Background: an optimization exercise with open tools, aiming at small area and a short achievable clock period. Do not read the settings as production practice. At most, simulation tests tie the RTL to the original design; equivalence was not proved. The RTL of run 1 was laid out without a check of its function.

==> flow/design.v, too long to show whole: its modules and the start of the top module <==
// module Integrator: 875 lines
// module Integrator_fa: 6 lines
// module Integrator_ha: 6 lines
// module Integrator_xor: 5 lines
// module Integrator_maj: 5 lines
// module Integrator_mux: 5 lines
// module Integrator_aoi: 5 lines
// module Integrator_inv: 5 lines
// module Integrator_nand: 5 lines
// module Integrator_nor: 5 lines
// module Integrator_oai: 5 lines
// module Integrator_xnor: 5 lines
module Integrator
          (clk,
           reset,
           In,
           Out);
  // ...
==> flow/flow/run.sh <==
#!/bin/bash
# Layout flow: the standard synthesis and ORFS layout (standard.sh) with two
# changes to how the layout is made:
#  - the input and output ports get plain buffer cells (buffer_ports
#    -buffer_cell) instead of the delay cells buffer_ports picks by itself;
#  - clock tree synthesis adds no dummy loads (-dont_use_dummy_load); the
#    other CTS arguments are the ones ORFS builds from config.mk.
# Each step's full output goes to a log file here (ORFS keeps its own per-step
# logs under orfs/logs).
set -euo pipefail
export BUFFER_PORTS_ARGS="-buffer_cell sky130_fd_sc_hd__buf_1"
export CTS_ARGS="-sink_clustering_enable -repair_clock_nets -sink_clustering_size 30 -sink_clustering_max_diameter 100 -buf_list {sky130_fd_sc_hd__clkbuf_4 sky130_fd_sc_hd__clkbuf_8} -dont_use_dummy_load"
bash standard.sh synth > run_synth.log 2>&1
bash standard.sh > run_layout.log 2>&1
==> flow/standard.sh <==
#!/bin/bash
# synth_recipe.tcl (not shown) runs the flow's synth.tcl, then flattens the netlist and writes it again
# the make line also repeats each setting of config.mk as NAME=value (left out here)
make -C /OpenROAD-flow-scripts/flow DESIGN_CONFIG=/design/flow/config.mk WORK_HOME=/design/flow/orfs CLKGATE_MAP_FILE= SYNTH_SCRIPT=/design/flow/synth_recipe.tcl "${@:-finish}"
==> flow/config.mk <==
export PLATFORM = sky130hd
export DESIGN_NAME = Integrator
export DESIGN_NICKNAME = Integrator
export VERILOG_FILES = /design/flow/design.v
export SDC_FILE = /design/flow/constraint.sdc
export NUM_CORES = 4
export LEC_CHECK = 0
export CAP_MARGIN = 20
export CORE_MARGIN = 2
export CORE_UTILIZATION = 40
export CTS_BUF_LIST = sky130_fd_sc_hd__clkbuf_4 sky130_fd_sc_hd__clkbuf_8
export CTS_CLUSTER_DIAMETER = 100
export CTS_CLUSTER_SIZE = 30
export SETUP_SLACK_MARGIN = 4
export SLEW_MARGIN = 20
export SYNTH_HIERARCHICAL = 1
export SYNTH_MINIMUM_KEEP_SIZE = 0
==> flow/constraint.sdc <==
create_clock -name core_clock -period 14.0 [get_ports {clk}]
set_input_delay 2.8000 -clock core_clock [delete_from_list [all_inputs] [get_ports {clk}]]
set_output_delay 2.8000 -clock core_clock [all_outputs]
set_load 0.01 [all_outputs]
==> flow_summary_export.csv, run 1 <==
group,metric,value,unit
status,status,"finished clean",
layout,design.seq.count,87,
sta,final.setup.tns,0,ps
sta,setup_viol,0,
worst_hold_path,holdPathStages,0,
worst_hold_path,hold_class,"reg -> reg",
die,pin_count,46,
die,rows,47,
setup_path,cp.depth,14,
worst_hold_path,min_to,"y2[17]$_DFF_PP0_",
drt,m1WireLength,5.58,mm
setup_path,cpLargestDelayFamily,"adder cells",
setup_path,path_buf_inv,3,
layout,layout_commonest_cell,"fa_1",
layout,clkbuf_count,9,
layout,dominant_cells,"multi-input gates",
yosys,mappedNetlistArea,6750,um^2
run,max_cap_violations,0,
layout,fillers,1556,
sta,max_freq,0.105,GHz
grt,grt-busiest-layer,"met2",
setup_path,cp_max_fo,4,
setup_path,cp_cell_sequence,"buf_1 > inv_1 > fa_1 > fa_1 > fa_1 > fa_1 > nor2_1 > nor2_1 > nand2_1 > nor2_1 > a21oi_2 > o21ai_1 > xor2_1 > buf_1",
grt,grt_overflow_total,0,
yosys,async_reset_ff_share,100,%
grt,grt_pass1_wl,22.3,mm
setup_path,path_class,"in -> out",
sta,drv_slew,0,
yosys,ys_types,14,
sta,fin_skew,41.0,ps
sta,whs,331,ps
clocking,insertion_delay,390,ps
setup_path,endpoint,"Out[17]",
grt,grtUsageMet1,22.0,%
drt,vias_per_cell,4.66,
layout,antennaDiodeCount,0,
layout,fin_cells,808,
sta,relSlewSlack,55.6,%
==> run 2, diff against run 1 <==
--- a/flow/design.v
+++ b/flow/design.v
@@ -450,375 +450,373 @@
   Integrator_nor u_t_126 (.a(mt21_105), .b(mt20_102), .y(t_126));
   wire n_127;
   Integrator_inv u_n_127 (.a(g_106), .y(n_127));
   wire g_128;
   Integrator_oai u_g_128 (.a(mt2_48), .b(n_127), .c(mg2_47), .y(g_128));
   wire g_129;
   Integrator_aoi u_g_129 (.a(t_108), .b(g_106), .c(g_107), .y(g_129));
   wire n_130;
-  Integrator_inv u_n_130 (.a(mt6_60), .y(n_130));
-  wire n_131;
-  Integrator_inv u_n_131 (.a(mg6_59), .y(n_131));
-  wire g_132;
-  Integrator_aoi u_g_132 (.a(n_130), .b(g_109), .c(n_131), .y(g_132));
+  Integrator_inv u_n_130 (.a(g_109), .y(n_130));
+  wire g_131;
+  Integrator_oai u_g_131 (.a(mt6_60), .b(n_130), .c(mg6_59), .y(g_131));
+  wire n_132;
+  Integrator_inv u_n_132 (.a(t_110), .y(n_132));
   wire t_133;
-  Integrator_nand u_t_133 (.a(n_130), .b(t_110), .y(t_133));
+  Integrator_nor u_t_133 (.a(mt6_60), .b(n_132), .y(t_133));
   wire g_134;
   Integrator_aoi u_g_134 (.a(t_112), .b(g_109), .c(g_111), .y(g_134));
   wire t_135;
   Integrator_nand u_t_135 (.a(t_112), .b(t_110), .y(t_135));
   wire n_136;
-  Integrator_inv u_n_136 (.a(mt10_72), .y(n_136));
-  wire n_137;
-  Integrator_inv u_n_137 (.a(mg10_71), .y(n_137));
-  wire g_138;
-  Integrator_aoi u_g_138 (.a(n_136), .b(g_113), .c(n_137), .y(g_138));
+  Integrator_inv u_n_136 (.a(g_113), .y(n_136));
+  wire g_137;
+  Integrator_oai u_g_137 (.a(mt10_72), .b(n_136), .c(mg10_71), .y(g_137));
+  wire n_138;
+  Integrator_inv u_n_138 (.a(t_114), .y(n_138));
   wire t_139;
-  Integrator_nand u_t_139 (.a(n_136), .b(t_114), .y(t_139));
+  Integrator_nor u_t_139 (.a(mt10_72), .b(n_138), .y(t_139));
   wire g_140;
   Integrator_aoi u_g_140 (.a(t_116), .b(g_113), .c(g_115), .y(g_140));
   wire t_141;
   Integrator_nand u_t_141 (.a(t_116), .b(t_114), .y(t_141));
   wire n_142;
-  Integrator_inv u_n_142 (.a(mt14_84), .y(n_142));
-  wire n_143;
-  Integrator_inv u_n_143 (.a(mg14_83), .y(n_143));
-  wire g_144;
-  Integrator_aoi u_g_144 (.a(n_142), .b(g_117), .c(n_143), .y(g_144));
+  Integrator_inv u_n_142 (.a(g_117), .y(n_142));
+  wire g_143;
+  Integrator_oai u_g_143 (.a(mt14_84), .b(n_142), .c(mg14_83), .y(g_143));
+  wire n_144;
+  Integrator_inv u_n_144 (.a(t_118), .y(n_144));
   wire t_145;
-  Integrator_nand u_t_145 (.a(n_142), .b(t_118), .y(t_145));
+  Integrator_nor u_t_145 (.a(mt14_84), .b(n_144), .y(t_145));
   wire g_146;
   Integrator_aoi u_g_146 (.a(t_120), .b(g_117), .c(g_119), .y(g_146));
   wire t_147;
   Integrator_nand u_t_147 (.a(t_120), .b(t_118), .y(t_147));
   wire n_148;
-  Integrator_inv u_n_148 (.a(mt18_96), .y(n_148));
-  wire n_149;
-  Integrator_inv u_n_149 (.a(mg18_95), .y(n_149));
-  wire g_150;
-  Integrator_aoi u_g_150 (.a(n_148), .b(g_121), .c(n_149), .y(g_150));
+  Integrator_inv u_n_148 (.a(g_121), .y(n_148));
+  wire g_149;
+  Integrator_oai u_g_149 (.a(mt18_96), .b(n_148), .c(mg18_95), .y(g_149));
+  wire n_150;
+  Integrator_inv u_n_150 (.a(t_122), .y(n_150));
   wire t_151;
-  Integrator_nand u_t_151 (.a(n_148), .b(t_122), .y(t_151));
+  Integrator_nor u_t_151 (.a(mt18_96), .b(n_150), .y(t_151));
   wire g_152;
   Integrator_aoi u_g_152 (.a(t_124), .b(g_121), .c(g_123), .y(g_152));
   wire t_153;
   Integrator_nand u_t_153 (.a(t_124), .b(t_122), .y(t_153));
   wire g_154;
   Integrator_oai u_g_154 (.a(mt4_54), .b(g_129), .c(mg4_53), .y(g_154));
-  wire n_155;
-  Integrator_inv u_n_155 (.a(g_129), .y(n_155));
-  wire g_156;
-  Integrator_aoi u_g_156 (.a(t_110), .b(n_155), .c(g_109), .y(g_156));
+  wire g_155;
+  Integrator_oai u_g_155 (.a(n_132), .b(g_129), .c(n_130), .y(g_155));
+  wire n_156;
+  Integrator_inv u_n_156 (.a(g_129), .y(n_156));
   wire g_157;
-  Integrator_oai u_g_157 (.a(t_133), .b(g_129), .c(g_132), .y(g_157));
+  Integrator_aoi u_g_157 (.a(t_133), .b(n_156), .c(g_131), .y(g_157));
   wire g_158;
   Integrator_oai u_g_158 (.a(t_135), .b(g_129), .c(g_134), .y(g_158));
   wire g_159;
   Integrator_oai u_g_159 (.a(mt12_78), .b(g_140), .c(mg12_77), .y(g_159));
   wire t_160;
   Integrator_nor u_t_160 (.a(mt12_78), .b(t_141), .y(t_160));
-  wire n_161;
-  Integrator_inv u_n_161 (.a(g_140), .y(n_161));
-  wire g_162;
-  Integrator_aoi u_g_162 (.a(t_118), .b(n_161), .c(g_117), .y(g_162));
+  wire g_161;
+  Integrator_oai u_g_161 (.a(n_144), .b(g_140), .c(n_142), .y(g_161));
+  wire t_162;
+  Integrator_nor u_t_162 (.a(n_144), .b(t_141), .y(t_162));
   wire n_163;
-  Integrator_inv u_n_163 (.a(t_141), .y(n_163));
-  wire t_164;
-  Integrator_nand u_t_164 (.a(t_118), .b(n_163), .y(t_164));
+  Integrator_inv u_n_163 (.a(t_145), .y(n_163));
+  wire n_164;
+  Integrator_inv u_n_164 (.a(g_143), .y(n_164));
   wire g_165;
-  Integrator_oai u_g_165 (.a(t_145), .b(g_140), .c(g_144), .y(g_165));
+  Integrator_oai u_g_165 (.a(n_163), .b(g_140), .c(n_164), .y(g_165));
   wire t_166;
-  Integrator_nor u_t_166 (.a(t_145), .b(t_141), .y(t_166));
+  Integrator_nor u_t_166 (.a(n_163), .b(t_141), .y(t_166));
   wire g_167;
   Integrator_oai u_g_167 (.a(t_147), .b(g_140), .c(g_146), .y(g_167));
   wire t_168;
   Integrator_nor u_t_168 (.a(t_147), .b(t_141), .y(t_168));
   wire g_169;
   Integrator_oai u_g_169 (.a(mt20_102), .b(g_152), .c(mg20_101), .y(g_169));
   wire t_170;
   Integrator_nor u_t_170 (.a(mt20_102), .b(t_153), .y(t_170));
   wire n_171;
-  Integrator_inv u_n_171 (.a(g_152), .y(n_171));
-  wire g_172;
-  Integrator_aoi u_g_172 (.a(t_126), .b(n_171), .c(g_125), .y(g_172));
-  wire n_173;
-  Integrator_inv u_n_173 (.a(t_153), .y(n_173));
+  Integrator_inv u_n_171 (.a(t_126), .y(n_171));
+  wire n_172;
+  Integrator_inv u_n_172 (.a(g_125), .y(n_172));
+  wire g_173;
+  Integrator_oai u_g_173 (.a(n_171), .b(g_152), .c(n_172), .y(g_173));
   wire t_174;
-  Integrator_nand u_t_174 (.a(t_126), .b(n_173), .y(t_174));
+  Integrator_nor u_t_174 (.a(n_171), .b(t_153), .y(t_174));
   wire g_175;
   Integrator_oai u_g_175 (.a(t_135), .b(g_129), .c(g_134), .y(g_175));
   wire n_176;
   Integrator_inv u_n_176 (.a(g_158), .y(n_176));
   wire g_177;
   Integrator_oai u_g_177 (.a(mt8_66), .b(n_176), .c(mg8_65), .y(g_177));
   wire g_178;
-  Integrator_aoi u_g_178 (.a(t_114), .b(g_158), .c(g_113), .y(g_178));
+  Integrator_oai u_g_178 (.a(n_138), .b(n_176), .c(n_136), .y(g_178));
   wire g_179;
-  Integrator_oai u_g_179 (.a(t_139), .b(n_176), .c(g_138), .y(g_179));
+  Integrator_aoi u_g_179 (.a(t_139), .b(g_158), .c(g_137), .y(g_179));
   wire g_180;
-  Integrator_aoi u_g_180 (.a(n_163), .b(g_158), .c(n_161), .y(g_180));
+  Integrator_oai u_g_180 (.a(t_141), .b(n_176), .c(g_140), .y(g_180));
   wire g_181;
   Integrator_aoi u_g_181 (.a(t_160), .b(g_175), .c(g_159), .y(g_181));
-  wire n_182;
-  Integrator_inv u_n_182 (.a(g_175), .y(n_182));
+  wire g_182;
+  Integrator_aoi u_g_182 (.a(t_162), .b(g_175), .c(g_161), .y(g_182));
   wire g_183;
-  Integrator_oai u_g_183 (.a(t_164), .b(n_182), .c(g_162), .y(g_183));
+  Integrator_aoi u_g_183 (.a(t_166), .b(g_175), .c(g_165), .y(g_183));
   wire g_184;
-  Integrator_aoi u_g_184 (.a(t_166), .b(g_175), .c(g_165), .y(g_184));
+  Integrator_aoi u_g_184 (.a(t_168), .b(g_175), .c(g_167), .y(g_184));
   wire g_185;
   Integrator_aoi u_g_185 (.a(t_168), .b(g_175), .c(g_167), .y(g_185));
   wire g_186;
-  Integrator_aoi u_g_186 (.a(t_168), .b(g_175), .c(g_167), .y(g_186));
+  Integrator_oai u_g_186 (.a(mt16_90), .b(g_184), .c(mg16_89), .y(g_186));
   wire g_187;
-  Integrator_oai u_g_187 (.a(mt16_90), .b(g_185), .c(mg16_89), .y(g_187));
+  Integrator_oai u_g_187 (.a(n_150), .b(g_184), .c(n_148), .y(g_187));
   wire n_188;
-  Integrator_inv u_n_188 (.a(g_185), .y(n_188));
+  Integrator_inv u_n_188 (.a(g_184), .y(n_188));
   wire g_189;
-  Integrator_aoi u_g_189 (.a(t_122), .b(n_188), .c(g_121), .y(g_189));
+  Integrator_aoi u_g_189 (.a(t_151), .b(n_188), .c(g_149), .y(g_189));
   wire g_190;
-  Integrator_oai u_g_190 (.a(t_151), .b(g_185), .c(g_150), .y(g_190));
-  wire g_191;
-  Integrator_oai u_g_191 (.a(t_153), .b(g_186), .c(g_152), .y(g_191));
-  wire n_192;
-  Integrator_inv u_n_192 (.a(g_186), .y(n_192));
+  Integrator_oai u_g_190 (.a(t_153), .b(g_185), .c(g_152), .y(g_190));
+  wire n_191;
+  Integrator_inv u_n_191 (.a(g_185), .y(n_191));
+  wire g_192;
+  Integrator_aoi u_g_192 (.a(t_170), .b(n_191), .c(g_169), .y(g_192));
   wire g_193;
-  Integrator_aoi u_g_193 (.a(t_170), .b(n_192), .c(g_169), .y(g_193));
-  wire g_194;
-  Integrator_oai u_g_194 (.a(t_174), .b(g_186), .c(g_172), .y(g_194));
-  wire sum1_195;
-  Integrator_xor u_sum1_195 (.a(mp1_43), .b(1'b0), .y(sum1_195));
-  wire sum2_196;
-  Integrator_xor u_sum2_196 (.a(mp2_46), .b(g_106), .y(sum2_196));
-  wire sum3_197;
-  Integrator_xor u_sum3_197 (.a(mp3_49), .b(g_128), .y(sum3_197));
-  wire sum4_198;
-  Integrator_xor u_sum4_198 (.a(mp4_52), .b(n_155), .y(sum4_198));
-  wire sum5_199;
-  Integrator_xor u_sum5_199 (.a(mp5_55), .b(g_154), .y(sum5_199));
-  wire sum6_200;
-  Integrator_xnor u_sum6_200 (.a(mp6_58), .b(g_156), .y(sum6_200));
-  wire sum7_201;
-  Integrator_xor u_sum7_201 (.a(mp7_61), .b(g_157), .y(sum7_201));
-  wire sum8_202;
-  Integrator_xor u_sum8_202 (.a(mp8_64), .b(g_158), .y(sum8_202));
-  wire sum9_203;
-  Integrator_xor u_sum9_203 (.a(mp9_67), .b(g_177), .y(sum9_203));
-  wire sum10_204;
-  Integrator_xnor u_sum10_204 (.a(mp10_70), .b(g_178), .y(sum10_204));
-  wire sum11_205;
-  Integrator_xor u_sum11_205 (.a(mp11_73), .b(g_179), .y(sum11_205));
-  wire sum12_206;
-  Integrator_xnor u_sum12_206 (.a(mp12_76), .b(g_180), .y(sum12_206));
-  wire sum13_207;
-  Integrator_xnor u_sum13_207 (.a(mp13_79), .b(g_181), .y(sum13_207));
-  wire sum14_208;
-  Integrator_xor u_sum14_208 (.a(mp14_82), .b(g_183), .y(sum14_208));
-  wire sum15_209;
-  Integrator_xnor u_sum15_209 (.a(mp15_85), .b(g_184), .y(sum15_209));
-  wire sum16_210;
-  Integrator_xor u_sum16_210 (.a(mp16_88), .b(n_188), .y(sum16_210));
-  wire sum17_211;
-  Integrator_xor u_sum17_211 (.a(mp17_91), .b(g_187), .y(sum17_211));
-  wire sum18_212;
-  Integrator_xnor u_sum18_212 (.a(mp18_94), .b(g_189), .y(sum18_212));
-  wire sum19_213;
-  Integrator_xor u_sum19_213 (.a(mp19_97), .b(g_190), .y(sum19_213));
-  wire sum20_214;
-  Integrator_xor u_sum20_214 (.a(mp20_100), .b(g_191), .y(sum20_214));
-  wire kt0_215;
-  Integrator_nor u_kt0_215 (.a(ts[0]), .b(tc[0]), .y(kt0_215));
-  wire kt1_216;
-  Integrator_nor u_kt1_216 (.a(ts[1]), .b(tc[1]), .y(kt1_216));
-  wire kt2_217;
-  Integrator_nor u_kt2_217 (.a(ts[2]), .b(tc[2]), .y(kt2_217));
-  wire kt3_218;
-  Integrator_nor u_kt3_218 (.a(ts[3]), .b(tc[3]), .y(kt3_218));
-  wire kt4_219;
-  Integrator_nor u_kt4_219 (.a(ts[4]), .b(tc[4]), .y(kt4_219));
-  wire kt5_220;
-  Integrator_nor u_kt5_220 (.a(ts[5]), .b(tc[5]), .y(kt5_220));
-  wire kt6_221;
-  Integrator_nor u_kt6_221 (.a(ts[6]), .b(tc[6]), .y(kt6_221));
-  wire kt7_222;
-  Integrator_nor u_kt7_222 (.a(ts[7]), .b(tc[7]), .y(kt7_222));
-  wire kt8_223;
-  Integrator_nor u_kt8_223 (.a(ts[8]), .b(tc[8]), .y(kt8_223));
-  wire kt9_224;
-  Integrator_nor u_kt9_224 (.a(ts[9]), .b(tc[9]), .y(kt9_224));
-  wire kt10_225;
-  Integrator_nor u_kt10_225 (.a(ts[10]), .b(tc[10]), .y(kt10_225));
-  wire kt11_226;
-  Integrator_nor u_kt11_226 (.a(ts[11]), .b(tc[11]), .y(kt11_226));
-  wire kt12_227;
-  Integrator_nor u_kt12_227 (.a(ts[12]), .b(tc[12]), .y(kt12_227));
-  wire kt13_228;
-  Integrator_nor u_kt13_228 (.a(ts[13]), .b(tc[13]), .y(kt13_228));
-  wire kt14_229;
-  Integrator_nor u_kt14_229 (.a(ts[14]), .b(tc[14]), .y(kt14_229));
-  wire kt15_230;
-  Integrator_nor u_kt15_230 (.a(ts[15]), .b(tc[15]), .y(kt15_230));
-  wire kt16_231;
-  Integrator_nor u_kt16_231 (.a(ts[16]), .b(tc[16]), .y(kt16_231));
-  wire kt17_232;
-  Integrator_nor u_kt17_232 (.a(ts[17]), .b(tc[17]), .y(kt17_232));
-  wire kt18_233;
-  Integrator_nor u_kt18_233 (.a(ts[18]), .b(tc[18]), .y(kt18_233));
-  wire kt19_234;
-  Integrator_nor u_kt19_234 (.a(ts[19]), .b(tc[19]), .y(kt19_234));
-  wire kg0_235;
-  Integrator_nand u_kg0_235 (.a(ts[0]), .b(tc[0]), .y(kg0_235));
-  wire kg1_236;
-  Integrator_nand u_kg1_236 (.a(ts[1]), .b(tc[1]), .y(kg1_236));
-  wire kg2_237;
-  Integrator_nand u_kg2_237 (.a(ts[2]), .b(tc[2]), .y(kg2_237));
-  wire kg3_238;
-  Integrator_nand u_kg3_238 (.a(ts[3]), .b(tc[3]), .y(kg3_238));
-  wire kg4_239;
-  Integrator_nand u_kg4_239 (.a(ts[4]), .b(tc[4]), .y(kg4_239));
-  wire kg5_240;
-  Integrator_nand u_kg5_240 (.a(ts[5]), .b(tc[5]), .y(kg5_240));
-  wire kg6_241;
-  Integrator_nand u_kg6_241 (.a(ts[6]), .b(tc[6]), .y(kg6_241));
-  wire kg7_242;
-  Integrator_nand u_kg7_242 (.a(ts[7]), .b(tc[7]), .y(kg7_242));
-  wire kg8_243;
-  Integrator_nand u_kg8_243 (.a(ts[8]), .b(tc[8]), .y(kg8_243));
-  wire kg9_244;
-  Integrator_nand u_kg9_244 (.a(ts[9]), .b(tc[9]), .y(kg9_244));
-  wire kg10_245;
-  Integrator_nand u_kg10_245 (.a(ts[10]), .b(tc[10]), .y(kg10_245));
-  wire kg11_246;
-  Integrator_nand u_kg11_246 (.a(ts[11]), .b(tc[11]), .y(kg11_246));
-  wire kg12_247;
-  Integrator_nand u_kg12_247 (.a(ts[12]), .b(tc[12]), .y(kg12_247));
-  wire kg13_248;
-  Integrator_nand u_kg13_248 (.a(ts[13]), .b(tc[13]), .y(kg13_248));
-  wire kg14_249;
-  Integrator_nand u_kg14_249 (.a(ts[14]), .b(tc[14]), .y(kg14_249));
-  wire kg15_250;
-  Integrator_nand u_kg15_250 (.a(ts[15]), .b(tc[15]), .y(kg15_250));
-  wire kg16_251;
-  Integrator_nand u_kg16_251 (.a(ts[16]), .b(tc[16]), .y(kg16_251));
-  wire kg17_252;
-  Integrator_nand u_kg17_252 (.a(ts[17]), .b(tc[17]), .y(kg17_252));
-  wire kg18_253;
-  Integrator_nand u_kg18_253 (.a(ts[18]), .b(tc[18]), .y(kg18_253));
-  wire kg19_254;
-  Integrator_nand u_kg19_254 (.a(ts[19]), .b(tc[19]), .y(kg19_254));
+  Integrator_aoi u_g_193 (.a(t_174), .b(n_191), .c(g_173), .y(g_193));
+  wire sum1_194;
+  Integrator_xor u_sum1_194 (.a(mp1_43), .b(1'b0), .y(sum1_194));
+  wire sum2_195;
+  Integrator_xor u_sum2_195 (.a(mp2_46), .b(g_106), .y(sum2_195));
+  wire sum3_196;
+  Integrator_xor u_sum3_196 (.a(mp3_49), .b(g_128), .y(sum3_196));
+  wire sum4_197;
+  Integrator_xor u_sum4_197 (.a(mp4_52), .b(n_156), .y(sum4_197));
+  wire sum5_198;
+  Integrator_xor u_sum5_198 (.a(mp5_55), .b(g_154), .y(sum5_198));
+  wire sum6_199;
+  Integrator_xor u_sum6_199 (.a(mp6_58), .b(g_155), .y(sum6_199));
+  wire sum7_200;
+  Integrator_xnor u_sum7_200 (.a(mp7_61), .b(g_157), .y(sum7_200));
+  wire sum8_201;
+  Integrator_xor u_sum8_201 (.a(mp8_64), .b(g_158), .y(sum8_201));
+  wire sum9_202;
+  Integrator_xor u_sum9_202 (.a(mp9_67), .b(g_177), .y(sum9_202));
+  wire sum10_203;
+  Integrator_xor u_sum10_203 (.a(mp10_70), .b(g_178), .y(sum10_203));
+  wire sum11_204;
+  Integrator_xnor u_sum11_204 (.a(mp11_73), .b(g_179), .y(sum11_204));
+  wire sum12_205;
+  Integrator_xor u_sum12_205 (.a(mp12_76), .b(g_180), .y(sum12_205));
+  wire sum13_206;
+  Integrator_xnor u_sum13_206 (.a(mp13_79), .b(g_181), .y(sum13_206));
+  wire sum14_207;
+  Integrator_xnor u_sum14_207 (.a(mp14_82), .b(g_182), .y(sum14_207));
+  wire sum15_208;
+  Integrator_xnor u_sum15_208 (.a(mp15_85), .b(g_183), .y(sum15_208));
+  wire sum16_209;
+  Integrator_xor u_sum16_209 (.a(mp16_88), .b(n_188), .y(sum16_209));
+  wire sum17_210;
+  Integrator_xor u_sum17_210 (.a(mp17_91), .b(g_186), .y(sum17_210));
+  wire sum18_211;
+  Integrator_xor u_sum18_211 (.a(mp18_94), .b(g_187), .y(sum18_211));
+  wire sum19_212;
+  Integrator_xnor u_sum19_212 (.a(mp19_97), .b(g_189), .y(sum19_212));
+  wire sum20_213;
+  Integrator_xor u_sum20_213 (.a(mp20_100), .b(g_190), .y(sum20_213));
+  wire kt0_214;
+  Integrator_nor u_kt0_214 (.a(ts[0]), .b(tc[0]), .y(kt0_214));
+  wire kt1_215;
+  Integrator_nor u_kt1_215 (.a(ts[1]), .b(tc[1]), .y(kt1_215));
+  wire kt2_216;
+  Integrator_nor u_kt2_216 (.a(ts[2]), .b(tc[2]), .y(kt2_216));
+  wire kt3_217;
+  Integrator_nor u_kt3_217 (.a(ts[3]), .b(tc[3]), .y(kt3_217));
+  wire kt4_218;
+  Integrator_nor u_kt4_218 (.a(ts[4]), .b(tc[4]), .y(kt4_218));
+  wire kt5_219;
+  Integrator_nor u_kt5_219 (.a(ts[5]), .b(tc[5]), .y(kt5_219));
+  wire kt6_220;
+  Integrator_nor u_kt6_220 (.a(ts[6]), .b(tc[6]), .y(kt6_220));
+  wire kt7_221;
+  Integrator_nor u_kt7_221 (.a(ts[7]), .b(tc[7]), .y(kt7_221));
+  wire kt8_222;
+  Integrator_nor u_kt8_222 (.a(ts[8]), .b(tc[8]), .y(kt8_222));
+  wire kt9_223;
+  Integrator_nor u_kt9_223 (.a(ts[9]), .b(tc[9]), .y(kt9_223));
+  wire kt10_224;
+  Integrator_nor u_kt10_224 (.a(ts[10]), .b(tc[10]), .y(kt10_224));
+  wire kt11_225;
+  Integrator_nor u_kt11_225 (.a(ts[11]), .b(tc[11]), .y(kt11_225));
+  wire kt12_226;
+  Integrator_nor u_kt12_226 (.a(ts[12]), .b(tc[12]), .y(kt12_226));
+  wire kt13_227;
+  Integrator_nor u_kt13_227 (.a(ts[13]), .b(tc[13]), .y(kt13_227));
+  wire kt14_228;
+  Integrator_nor u_kt14_228 (.a(ts[14]), .b(tc[14]), .y(kt14_228));
+  wire kt15_229;
+  Integrator_nor u_kt15_229 (.a(ts[15]), .b(tc[15]), .y(kt15_229));
+  wire kt16_230;
+  Integrator_nor u_kt16_230 (.a(ts[16]), .b(tc[16]), .y(kt16_230));
+  wire kt17_231;
+  Integrator_nor u_kt17_231 (.a(ts[17]), .b(tc[17]), .y(kt17_231));
+  wire kt18_232;
+  Integrator_nor u_kt18_232 (.a(ts[18]), .b(tc[18]), .y(kt18_232));
+  wire kt19_233;
+  Integrator_nor u_kt19_233 (.a(ts[19]), .b(tc[19]), .y(kt19_233));
+  wire kg0_234;
+  Integrator_nand u_kg0_234 (.a(ts[0]), .b(tc[0]), .y(kg0_234));
+  wire kg1_235;
+  Integrator_nand u_kg1_235 (.a(ts[1]), .b(tc[1]), .y(kg1_235));
+  wire kg2_236;
+  Integrator_nand u_kg2_236 (.a(ts[2]), .b(tc[2]), .y(kg2_236));
+  wire kg3_237;
+  Integrator_nand u_kg3_237 (.a(ts[3]), .b(tc[3]), .y(kg3_237));
+  wire kg4_238;
+  Integrator_nand u_kg4_238 (.a(ts[4]), .b(tc[4]), .y(kg4_238));
+  wire kg5_239;
+  Integrator_nand u_kg5_239 (.a(ts[5]), .b(tc[5]), .y(kg5_239));
+  wire kg6_240;
+  Integrator_nand u_kg6_240 (.a(ts[6]), .b(tc[6]), .y(kg6_240));
+  wire kg7_241;
+  Integrator_nand u_kg7_241 (.a(ts[7]), .b(tc[7]), .y(kg7_241));
+  wire kg8_242;
+  Integrator_nand u_kg8_242 (.a(ts[8]), .b(tc[8]), .y(kg8_242));
+  wire kg9_243;
+  Integrator_nand u_kg9_243 (.a(ts[9]), .b(tc[9]), .y(kg9_243));
+  wire kg10_244;
+  Integrator_nand u_kg10_244 (.a(ts[10]), .b(tc[10]), .y(kg10_244));
+  wire kg11_245;
+  Integrator_nand u_kg11_245 (.a(ts[11]), .b(tc[11]), .y(kg11_245));
+  wire kg12_246;
+  Integrator_nand u_kg12_246 (.a(ts[12]), .b(tc[12]), .y(kg12_246));
+  wire kg13_247;
+  Integrator_nand u_kg13_247 (.a(ts[13]), .b(tc[13]), .y(kg13_247));
+  wire kg14_248;
+  Integrator_nand u_kg14_248 (.a(ts[14]), .b(tc[14]), .y(kg14_248));
+  wire kg15_249;
+  Integrator_nand u_kg15_249 (.a(ts[15]), .b(tc[15]), .y(kg15_249));
+  wire kg16_250;
+  Integrator_nand u_kg16_250 (.a(ts[16]), .b(tc[16]), .y(kg16_250));
+  wire kg17_251;
+  Integrator_nand u_kg17_251 (.a(ts[17]), .b(tc[17]), .y(kg17_251));
+  wire kg18_252;
+  Integrator_nand u_kg18_252 (.a(ts[18]), .b(tc[18]), .y(kg18_252));
+  wire kg19_253;
+  Integrator_nand u_kg19_253 (.a(ts[19]), .b(tc[19]), .y(kg19_253));
+  wire g_254;
+  Integrator_oai u_g_254 (.a(kt1_215), .b(kg0_234), .c(kg1_235), .y(g_254));
   wire g_255;
-  Integrator_oai u_g_255 (.a(kt1_216), .b(kg0_235), .c(kg1_236), .y(g_255));
-  wire g_256;
-  Integrator_oai u_g_256 (.a(kt3_218), .b(kg2_237), .c(kg3_238), .y(g_256));
-  wire t_257;
-  Integrator_nor u_t_257 (.a(kt3_218), .b(kt2_217), .y(t_257));
-  wire g_258;
-  Integrator_oai u_g_258 (.a(kt5_220), .b(kg4_239), .c(kg5_240), .y(g_258));
-  wire t_259;
-  Integrator_nor u_t_259 (.a(kt5_220), .b(kt4_219), .y(t_259));
-  wire g_260;
-  Integrator_oai u_g_260 (.a(kt7_222), .b(kg6_241), .c(kg7_242), .y(g_260));
-  wire t_261;
-  Integrator_nor u_t_261 (.a(kt7_222), .b(kt6_221), .y(t_261));
-  wire g_262;
-  Integrator_oai u_g_262 (.a(kt9_224), .b(kg8_243), .c(kg9_244), .y(g_262));
-  wire t_263;
-  Integrator_nor u_t_263 (.a(kt9_224), .b(kt8_223), .y(t_263));
-  wire g_264;
-  Integrator_oai u_g_264 (.a(kt11_226), .b(kg10_245), .c(kg11_246), .y(g_264));
-  wire t_265;
-  Integrator_nor u_t_265 (.a(kt11_226), .b(kt10_225), .y(t_265));
-  wire g_266;
-  Integrator_oai u_g_266 (.a(kt13_228), .b(kg12_247), .c(kg13_248), .y(g_266));
-  wire t_267;
-  Integrator_nor u_t_267 (.a(kt13_228), .b(kt12_227), .y(t_267));
-  wire g_268;
-  Integrator_oai u_g_268 (.a(kt15_230), .b(kg14_249), .c(kg15_250), .y(g_268));
-  wire t_269;
-  Integrator_nor u_t_269 (.a(kt15_230), .b(kt14_229), .y(t_269));
-  wire g_270;
-  Integrator_oai u_g_270 (.a(kt17_232), .b(kg16_251), .c(kg17_252), .y(g_270));
-  wire t_271;
-  Integrator_nor u_t_271 (.a(kt17_232), .b(kt16_231), .y(t_271));
-  wire g_272;
-  Integrator_oai u_g_272 (.a(kt19_234), .b(kg18_253), .c(kg19_254), .y(g_272));
-  wire t_273;
-  Integrator_nor u_t_273 (.a(kt19_234), .b(kt18_233), .y(t_273));
+  Integrator_oai u_g_255 (.a(kt3_217), .b(kg2_236), .c(kg3_237), .y(g_255));
+  wire t_256;
+  Integrator_nor u_t_256 (.a(kt3_217), .b(kt2_216), .y(t_256));
+  wire g_257;
+  Integrator_oai u_g_257 (.a(kt5_219), .b(kg4_238), .c(kg5_239), .y(g_257));
+  wire t_258;
+  Integrator_nor u_t_258 (.a(kt5_219), .b(kt4_218), .y(t_258));
+  wire g_259;
+  Integrator_oai u_g_259 (.a(kt7_221), .b(kg6_240), .c(kg7_241), .y(g_259));
+  wire t_260;
+  Integrator_nor u_t_260 (.a(kt7_221), .b(kt6_220), .y(t_260));
+  wire g_261;
+  Integrator_oai u_g_261 (.a(kt9_223), .b(kg8_242), .c(kg9_243), .y(g_261));
+  wire t_262;
+  Integrator_nor u_t_262 (.a(kt9_223), .b(kt8_222), .y(t_262));
+  wire g_263;
+  Integrator_oai u_g_263 (.a(kt11_225), .b(kg10_244), .c(kg11_245), .y(g_263));
+  wire t_264;
+  Integrator_nor u_t_264 (.a(kt11_225), .b(kt10_224), .y(t_264));
+  wire g_265;
+  Integrator_oai u_g_265 (.a(kt13_227), .b(kg12_246), .c(kg13_247), .y(g_265));
+  wire t_266;
+  Integrator_nor u_t_266 (.a(kt13_227), .b(kt12_226), .y(t_266));
+  wire g_267;
+  Integrator_oai u_g_267 (.a(kt15_229), .b(kg14_248), .c(kg15_249), .y(g_267));
+  wire t_268;
+  Integrator_nor u_t_268 (.a(kt15_229), .b(kt14_228), .y(t_268));
+  wire g_269;
+  Integrator_oai u_g_269 (.a(kt17_231), .b(kg16_250), .c(kg17_251), .y(g_269));
+  wire t_270;
+  Integrator_nor u_t_270 (.a(kt17_231), .b(kt16_230), .y(t_270));
+  wire g_271;
+  Integrator_oai u_g_271 (.a(kt19_233), .b(kg18_252), .c(kg19_253), .y(g_271));
+  wire t_272;
+  Integrator_nor u_t_272 (.a(kt19_233), .b(kt18_232), .y(t_272));
+  wire g_273;
+  Integrator_aoi u_g_273 (.a(t_256), .b(g_254), .c(g_255), .y(g_273));
   wire g_274;
-  Integrator_aoi u_g_274 (.a(t_257), .b(g_255), .c(g_256), .y(g_274));
-  wire g_275;
-  Integrator_aoi u_g_275 (.a(t_261), .b(g_258), .c(g_260), .y(g_275));
-  wire t_276;
-  Integrator_nand u_t_276 (.a(t_261), .b(t_259), .y(t_276));
-  wire g_277;
-  Integrator_aoi u_g_277 (.a(t_265), .b(g_262), .c(g_264), .y(g_277));
-  wire t_278;
-  Integrator_nand u_t_278 (.a(t_265), .b(t_263), .y(t_278));
-  wire g_279;
-  Integrator_aoi u_g_279 (.a(t_269), .b(g_266), .c(g_268), .y(g_279));
-  wire t_280;
-  Integrator_nand u_t_280 (.a(t_269), .b(t_267), .y(t_280));
-  wire g_281;
-  Integrator_aoi u_g_281 (.a(t_273), .b(g_270), .c(g_272), .y(g_281));
-  wire t_282;
-  Integrator_nand u_t_282 (.a(t_273), .b(t_271), .y(t_282));
+  Integrator_aoi u_g_274 (.a(t_260), .b(g_257), .c(g_259), .y(g_274));
+  wire t_275;
+  Integrator_nand u_t_275 (.a(t_260), .b(t_258), .y(t_275));
+  wire g_276;
+  Integrator_aoi u_g_276 (.a(t_264), .b(g_261), .c(g_263), .y(g_276));
+  wire t_277;
+  Integrator_nand u_t_277 (.a(t_264), .b(t_262), .y(t_277));
+  wire g_278;
+  Integrator_aoi u_g_278 (.a(t_268), .b(g_265), .c(g_267), .y(g_278));
+  wire t_279;
+  Integrator_nand u_t_279 (.a(t_268), .b(t_266), .y(t_279));
+  wire g_280;
+  Integrator_aoi u_g_280 (.a(t_272), .b(g_269), .c(g_271), .y(g_280));
+  wire t_281;
+  Integrator_nand u_t_281 (.a(t_272), .b(t_270), .y(t_281));
+  wire g_282;
+  Integrator_oai u_g_282 (.a(t_275), .b(g_273), .c(g_274), .y(g_282));
   wire g_283;
-  Integrator_oai u_g_283 (.a(t_276), .b(g_274), .c(g_275), .y(g_283));
-  wire g_284;
-  Integrator_oai u_g_284 (.a(t_280), .b(g_277), .c(g_279), .y(g_284));
-  wire t_285;
-  Integrator_nor u_t_285 (.a(t_280), .b(t_278), .y(t_285));
-  wire g_286;
-  Integrator_aoi u_g_286 (.a(t_285), .b(g_283), .c(g_284), .y(g_286));
-  wire n_287;
-  Integrator_inv u_n_287 (.a(g_283), .y(n_287));
+  Integrator_oai u_g_283 (.a(t_279), .b(g_276), .c(g_278), .y(g_283));
+  wire t_284;
+  Integrator_nor u_t_284 (.a(t_279), .b(t_277), .y(t_284));
+  wire g_285;
+  Integrator_aoi u_g_285 (.a(t_284), .b(g_282), .c(g_283), .y(g_285));
+  wire n_286;
+  Integrator_inv u_n_286 (.a(g_282), .y(n_286));
+  wire g_287;
+  Integrator_oai u_g_287 (.a(t_277), .b(n_286), .c(g_276), .y(g_287));
   wire g_288;
-  Integrator_oai u_g_288 (.a(t_278), .b(n_287), .c(g_277), .y(g_288));
-  wire g_289;
-  Integrator_oai u_g_289 (.a(t_282), .b(g_286), .c(g_281), .y(g_289));
-  wire n_290;
-  Integrator_inv u_n_290 (.a(g_274), .y(n_290));
+  Integrator_oai u_g_288 (.a(t_281), .b(g_285), .c(g_280), .y(g_288));
+  wire n_289;
+  Integrator_inv u_n_289 (.a(g_273), .y(n_289));
+  wire g_290;
+  Integrator_aoi u_g_290 (.a(t_258), .b(n_289), .c(g_257), .y(g_290));
   wire g_291;
-  Integrator_aoi u_g_291 (.a(t_259), .b(n_290), .c(g_258), .y(g_291));
+  Integrator_aoi u_g_291 (.a(t_262), .b(g_282), .c(g_261), .y(g_291));
   wire g_292;
-  Integrator_aoi u_g_292 (.a(t_263), .b(g_283), .c(g_262), .y(g_292));
-  wire g_293;
-  Integrator_aoi u_g_293 (.a(t_267), .b(g_288), .c(g_266), .y(g_293));
-  wire n_294;
-  Integrator_inv u_n_294 (.a(g_286), .y(n_294));
-  wire g_295;
-  Integrator_aoi u_g_295 (.a(t_271), .b(n_294), .c(g_270), .y(g_295));
-  wire n_296;
-  Integrator_inv u_n_296 (.a(g_255), .y(n_296));
+  Integrator_aoi u_g_292 (.a(t_266), .b(g_287), .c(g_265), .y(g_292));
+  wire n_293;
+  Integrator_inv u_n_293 (.a(g_285), .y(n_293));
+  wire g_294;
+  Integrator_aoi u_g_294 (.a(t_270), .b(n_293), .c(g_269), .y(g_294));
+  wire n_295;
+  Integrator_inv u_n_295 (.a(g_254), .y(n_295));
+  wire g_296;
+  Integrator_oai u_g_296 (.a(kt2_216), .b(n_295), .c(kg2_236), .y(g_296));
   wire g_297;
-  Integrator_oai u_g_297 (.a(kt2_217), .b(n_296), .c(kg2_237), .y(g_297));
+  Integrator_oai u_g_297 (.a(kt4_218), .b(g_273), .c(kg4_238), .y(g_297));
   wire g_298;
-  Integrator_oai u_g_298 (.a(kt4_219), .b(g_274), .c(kg4_239), .y(g_298));
+  Integrator_oai u_g_298 (.a(kt6_220), .b(g_290), .c(kg6_240), .y(g_298));
   wire g_299;
-  Integrator_oai u_g_299 (.a(kt6_221), .b(g_291), .c(kg6_241), .y(g_299));
+  Integrator_oai u_g_299 (.a(kt8_222), .b(n_286), .c(kg8_242), .y(g_299));
   wire g_300;
-  Integrator_oai u_g_300 (.a(kt8_223), .b(n_287), .c(kg8_243), .y(g_300));
-  wire g_301;
-  Integrator_oai u_g_301 (.a(kt10_225), .b(g_292), .c(kg10_245), .y(g_301));
-  wire n_302;
-  Integrator_inv u_n_302 (.a(g_288), .y(n_302));
+  Integrator_oai u_g_300 (.a(kt10_224), .b(g_291), .c(kg10_244), .y(g_300));
+  wire n_301;
+  Integrator_inv u_n_301 (.a(g_287), .y(n_301));
+  wire g_302;
+  Integrator_oai u_g_302 (.a(kt12_226), .b(n_301), .c(kg12_246), .y(g_302));
   wire g_303;
-  Integrator_oai u_g_303 (.a(kt12_227), .b(n_302), .c(kg12_247), .y(g_303));
+  Integrator_oai u_g_303 (.a(kt14_228), .b(g_292), .c(kg14_248), .y(g_303));
   wire g_304;
-  Integrator_oai u_g_304 (.a(kt14_229), .b(g_293), .c(kg14_249), .y(g_304));
+  Integrator_oai u_g_304 (.a(kt16_230), .b(g_285), .c(kg16_250), .y(g_304));
   wire g_305;
-  Integrator_oai u_g_305 (.a(kt16_231), .b(g_286), .c(kg16_251), .y(g_305));
-  wire g_306;
-  Integrator_oai u_g_306 (.a(kt18_233), .b(g_295), .c(kg18_253), .y(g_306));
-  wire flip = (ts[20] ^ tc[20]) | (g_289 ^ ts[20]);
-  wire pf_307;
-  Integrator_xor u_pf_307 (.a(mp21_103), .b(flip), .y(pf_307));
-  wire top_308;
-  Integrator_xnor u_top_308 (.a(pf_307), .b(g_193), .y(top_308));
-  wire [21:0] y = {top_308, sum20_214, sum19_213, sum18_212, sum17_211, sum16_210, sum15_209, sum14_208, sum13_207, sum12_206, sum11_205, sum10_204, sum9_203, sum8_202, sum7_201, sum6_200, sum5_199, sum4_198, sum3_197, sum2_196, sum1_195, ra0_1};
+  Integrator_oai u_g_305 (.a(kt18_232), .b(g_294), .c(kg18_252), .y(g_305));
+  wire flip = (ts[20] ^ tc[20]) | (g_288 ^ ts[20]);
+  wire pf_306;
+  Integrator_xor u_pf_306 (.a(mp21_103), .b(flip), .y(pf_306));
+  wire top_307;
+  Integrator_xnor u_top_307 (.a(pf_306), .b(g_192), .y(top_307));
+  wire [21:0] y = {top_307, sum20_213, sum19_212, sum18_211, sum17_210, sum16_209, sum15_208, sum14_207, sum13_206, sum12_205, sum11_204, sum10_203, sum9_202, sum8_201, sum7_200, sum6_199, sum5_198, sum4_197, sum3_196, sum2_195, sum1_194, ra0_1};
   wire [20:0] v_next;
   assign v_next[0] = x1[0];
   wire vk1;
   assign v_next[1] = x1[1] ^ x[0];
   assign vk1 = x1[1] | ~x[0];
   wire vk2;
   Integrator_fa u_vl2 (.a(x1[2]), .b(~x[1]), .c(vk1), .s(v_next[2]), .co(vk2));
   wire vk3;
@@ -881,16 +879,22 @@
   assign co = (a & b) | (a & c) | (b & c);
 endmodule
 module Integrator_ha (a, b, s, co);
   input a, b;
   output s, co;
   assign s = a ^ b;
   assign co = a & b;
 endmodule
+module Integrator_han (a, b, s, co);
+  input a, b;
+  output s, co;
+  assign s = ~(a ^ b);
+  assign co = a | b;
+endmodule
 module Integrator_xor (a, b, y);
   input a, b;
   output y;
   assign y = a ^ b;
 endmodule
 module Integrator_maj (a, b, c, y);
   input a, b, c;
   output y;
==> flow/flow/run.sh (replaced) <==
#!/bin/bash
# Layout flow: the standard synthesis and ORFS layout (standard.sh) with two
# changes to how the layout is made:
#  - the input and output ports get plain buffer cells (buffer_ports
#    -buffer_cell) instead of the delay cells buffer_ports picks by itself;
#  - clock tree synthesis adds no dummy loads (-dont_use_dummy_load); the
#    other CTS arguments are the ones ORFS builds from config.mk.
# Each step's full output goes to a log file here (ORFS keeps its own per-step
# logs under orfs/logs).
set -euo pipefail
export BUFFER_PORTS_ARGS="-buffer_cell sky130_fd_sc_hd__buf_2"
export CTS_ARGS="-sink_clustering_enable -repair_clock_nets -sink_clustering_size 30 -sink_clustering_max_diameter 100 -buf_list {sky130_fd_sc_hd__clkbuf_4 sky130_fd_sc_hd__clkbuf_8} -dont_use_dummy_load"
bash standard.sh synth > run_synth.log 2>&1
bash standard.sh > run_layout.log 2>&1
--- a/flow/config.mk
+++ b/flow/config.mk
@@ -6,12 +6,13 @@
 export NUM_CORES = 4
 export LEC_CHECK = 0
 export CAP_MARGIN = 20
 export CORE_MARGIN = 2
 export CORE_UTILIZATION = 40
 export CTS_BUF_LIST = sky130_fd_sc_hd__clkbuf_4 sky130_fd_sc_hd__clkbuf_8
 export CTS_CLUSTER_DIAMETER = 100
 export CTS_CLUSTER_SIZE = 30
+export PLACE_DENSITY = 0.85
 export SETUP_SLACK_MARGIN = 4
 export SLEW_MARGIN = 20
 export SYNTH_HIERARCHICAL = 1
 export SYNTH_MINIMUM_KEEP_SIZE = 0
==> run 2 against run 1 <==
Compared with the run above: maximum frequency is 1.6% higher; critical path type unchanged; area after synthesis is 0.33% lower; cell area is 0.45% higher; first-iteration DRC count is 19% higher; largest cell class unchanged; worst setup slack better by 150 ps; still clean on timing, DRC and antenna; sequential share of layout area is 0.14 points lower; hold slack better by 19 ps; core utilization is 0.20 points higher.
==> flow_summary_export.csv, run 2 <==
group,metric,value,unit
yosys,synthFlopType,"dfrtp_1",
clocking,cts-resized-gates,0,
yosys,yosysWarnings,7,
sta,rsz0062_at_grt,"false",
yosys,ys_ff_latch,87,
grt,grt_pass1_vias,4484,
drt,drcViolationCount,0,
yosys,synth_top_area_cell,"fa_1",
place,dpl.hpwl,11.0,mm
yosys,yosys-top-cells-count,"fa_1 (137), dfrtp_1 (87), nor2_1 (68)",
clocking,clockBufferDepth,2,
place,dp_cells,798,
layout,reg_top3,"y1: 22 flops, y2: 22 flops",
sta,final.setup.tns,0,ps
clocking,clkSlewWorstSetupHoldPaths,60,ps
setup_path,cp-end-kind,"primary output",
layout,area.growth.synth_to_final,7.22,%
drt,ant_nets,0,
layout,antennaDiodeCount,0,
clocking,cts_buffers,9,
sta,max_freq,0.107,GHz
sta,fin_crit_sh,67.0,%
layout,drive_gt1_share,12.8,%
sta,hold_viol,0,
sta,setup_ws,4620,ps
drt,vias_per_cell,4.74,
sta,setup_viol,0,
layout,layout_commonest_cell,"fa_1",
grt,antenna_found_initial,1,
place,gp_congestion,0.882,
yosys,syn-instance-count,549,
yosys,async_reset_ff_share,100,%
drt,first_pass_iters,4,
yosys,ys_seq_area_share,32.4,%
run,max_cap_violations,0,
worst_hold_path,hold_class,"reg -> reg",
place,port_buffers,44,
drt,routedWlPerCell,15.8,um
clocking,clock_sinks,87,
clocking,postCtsHoldBufs,0,
setup_path,crit_required,11200,ps
grt,grt_overflow_total,0,
sta,worst_pin_slew,692,ps
sta,final.min_clock_period,9380,ps
setup_path,cp_max_fo,5,
clocking,post_cts_buffers,0,
die,dieWidth,134,um
die,pin_count,46,
yosys,ys_types,14,
clocking,cts-htree-levels,3,
die,start_util,40.7,%
yosys,synth_most_common_cell,"fa_1",
die,core,16500,um^2
die,die_height,134,um
layout,fin_nets,764,
setup_path,path_class,"in -> out",
place,preCtsSetupSlack,4630,ps
layout,layout_common_cells,"fa_1 (137), dfrtp_1 (87), nor2_1 (68)",
clocking,root_buffer,"clkbuf_8",
drt,vias,3827,
sta,drv_slew,0,
drt,drt_wl_total,12.8,mm
grt,grt_usage,16.4,%
sta,relSlewSlack,53.5,%
die,rows,47,
setup_path,startpoint_type,"primary input",
setup_path,cp.arrival,6580,ps
grt,grt_pass1_wl,22.3,mm
yosys,netlist_top_cells_area,"fa_1 (41%), dfrtp_1 (32%), xor2_1 (4.7%)",
die,dieArea,17900,um^2
yosys,synth.avg_cell_area,12.3,um^2
clocking,cts_tree,"done",
yosys,synth_enable_flop_cells,0,
grt,grt_start_max_net_pins,56,
yosys,mappedNetlistArea,6730,um^2
layout,fin_cells,807,
drt,first_iter_violations,197,
yosys,synth_top_area_share,40.8,%
clocking,insertion_delay,370,ps
status,status,"finished clean",
sta,fin_skew,22.4,ps
==> run 2: cell types whose count changed after synthesis <==
cell / before / now
a21oi_2: 25 / 20
nor2_1: 63 / 68
nand2_1: 53 / 48
o21ai_1: 38 / 43
inv_1: 62 / 61
==> run 2: final timing paths <==
check	startpoint	endpoint	slack, ps	depth (start not counted)
setup reg to reg	vc$_DFF_PP0_	y1[17]$_DFF_PP0_	8370	15
hold / removal	y1[21]$_DFF_PP0_	y2[21]$_DFF_PP0_	350	0
max in group asynchronous	reset	x1[3]$_DFF_PP0_	10430	3
hold reg to reg	y1[21]$_DFF_PP0_	y2[21]$_DFF_PP0_	350	0
min in group asynchronous	reset	y1[7]$_DFF_PP0_	2470	2
setup / recovery	In[5]	Out[19]	4620	15
==> run 2: metal layers <==
layer  up-vias  track usage, %  part of all wire (%)
met5         -               0                 0.086
met4         2            7.33                   3.5
met3        33            2.85                   4.0
met2        88            27.5                    52
met1      1985            21.0                    40
li1       1719               -                     -
==> run 2: modules after synthesis, one instance, submodules excluded <==
module / flops+latches / cells / times used / cell area (um^2)
Integrator: 87 / 163 / 1 / 2570
Integrator_aoi: 0 / 1 / 20 / 8.76
Integrator_fa: 0 / 1 / 137 / 20.0
Integrator_ha: 0 / 1 / 13 / 12.5
Integrator_inv: 0 / 1 / 15 / 3.75
Integrator_nand: 0 / 1 / 48 / 3.75
Integrator_nor: 0 / 1 / 67 / 3.75
Integrator_oai: 0 / 1 / 43 / 5.00
Integrator_xnor: 0 / 1 / 7 / 8.76
Integrator_xor: 0 / 1 / 36 / 8.76
==> run 2: cell type report <==
type | count | area, um^2
sequential | 87 | 2180
inverter | 61 | 230
multi-input combinational | 385 | 4180
clock buffer | 9 | 124
fill | 1425 | 9310
tap | 220 | 275
timing repair buffer | 45 | 228
==> run 2: stage by stage <==
stage | utilization (%) | area, um^2 | hold slack (ps)
2_1_floorplan | - | 6750 | 331
3_3_place_gp | 42.9 | 7090 | 333
3_5_place_dp | 42.9 | 7090 | 336
4_1_cts | 43.7 | 7210 | 353
5_1_grt | 43.7 | 7210 | 365
6_report | 43.7 | 7210 | 349
==> run 2: critical path, cell delays in order <==
cell and delay [ps]:
buf_2 130, inv_1 220, fa_1 490, fa_1 400
fa_1 610, fa_1 500, nor2_1 190, nor2_1 100
a21oi_2 240, o21ai_1 150, a21oi_2 180, inv_1 100
a21oi_2 140, xnor2_1 140, buf_2 170
==> run 2: cell families (layout without fill, tap and decap cells) <==
family / Yosys count / after routing / synth area share (%)
DFF: 87 / 87 / 32.4
and+or+nand+nor: 118 / 118 / 6.64
other: 2 / 8 / 0.112
xor gates and xnor gates: 45 / 45 / 5.86
adders and majority gates: 151 / 151 / 43.4
AOI/OAI and AO/OA: 63 / 63 / 5.80
buffers and inverters: 83 / 115 / 5.86

[what the ideal ports hide]
The flow's constraints put no driver on any port. The routed layouts listed below were extracted and timed again, unchanged, in two steps. Step 1, drivers: a clkbuf_16 drives clk and a buf_2 each remaining input, both assumed. Step 2 also shifts input and output timing later by t, the mid clock arrival at the registers, as if the neighbouring blocks saw the same clock. a / b / c = ideal / step 1 / step 2; a / b = the first two.
run	shift t [ns]	setup WS [ns]	worst register clock-pin slew, ns	worst data-port slew with drivers (ns)
run 1	0.406	4.474 / 4.446 / 4.446	0.11 / 0.11	0.04
run 2	0.399	4.624 / 4.593 / 4.593	0.09 / 0.09	0.06
After both steps every run listed still meets setup and hold. The setup slack of run 2, which loses most, moves by -0.031 ns with the drivers and by -0.031 ns with both steps.
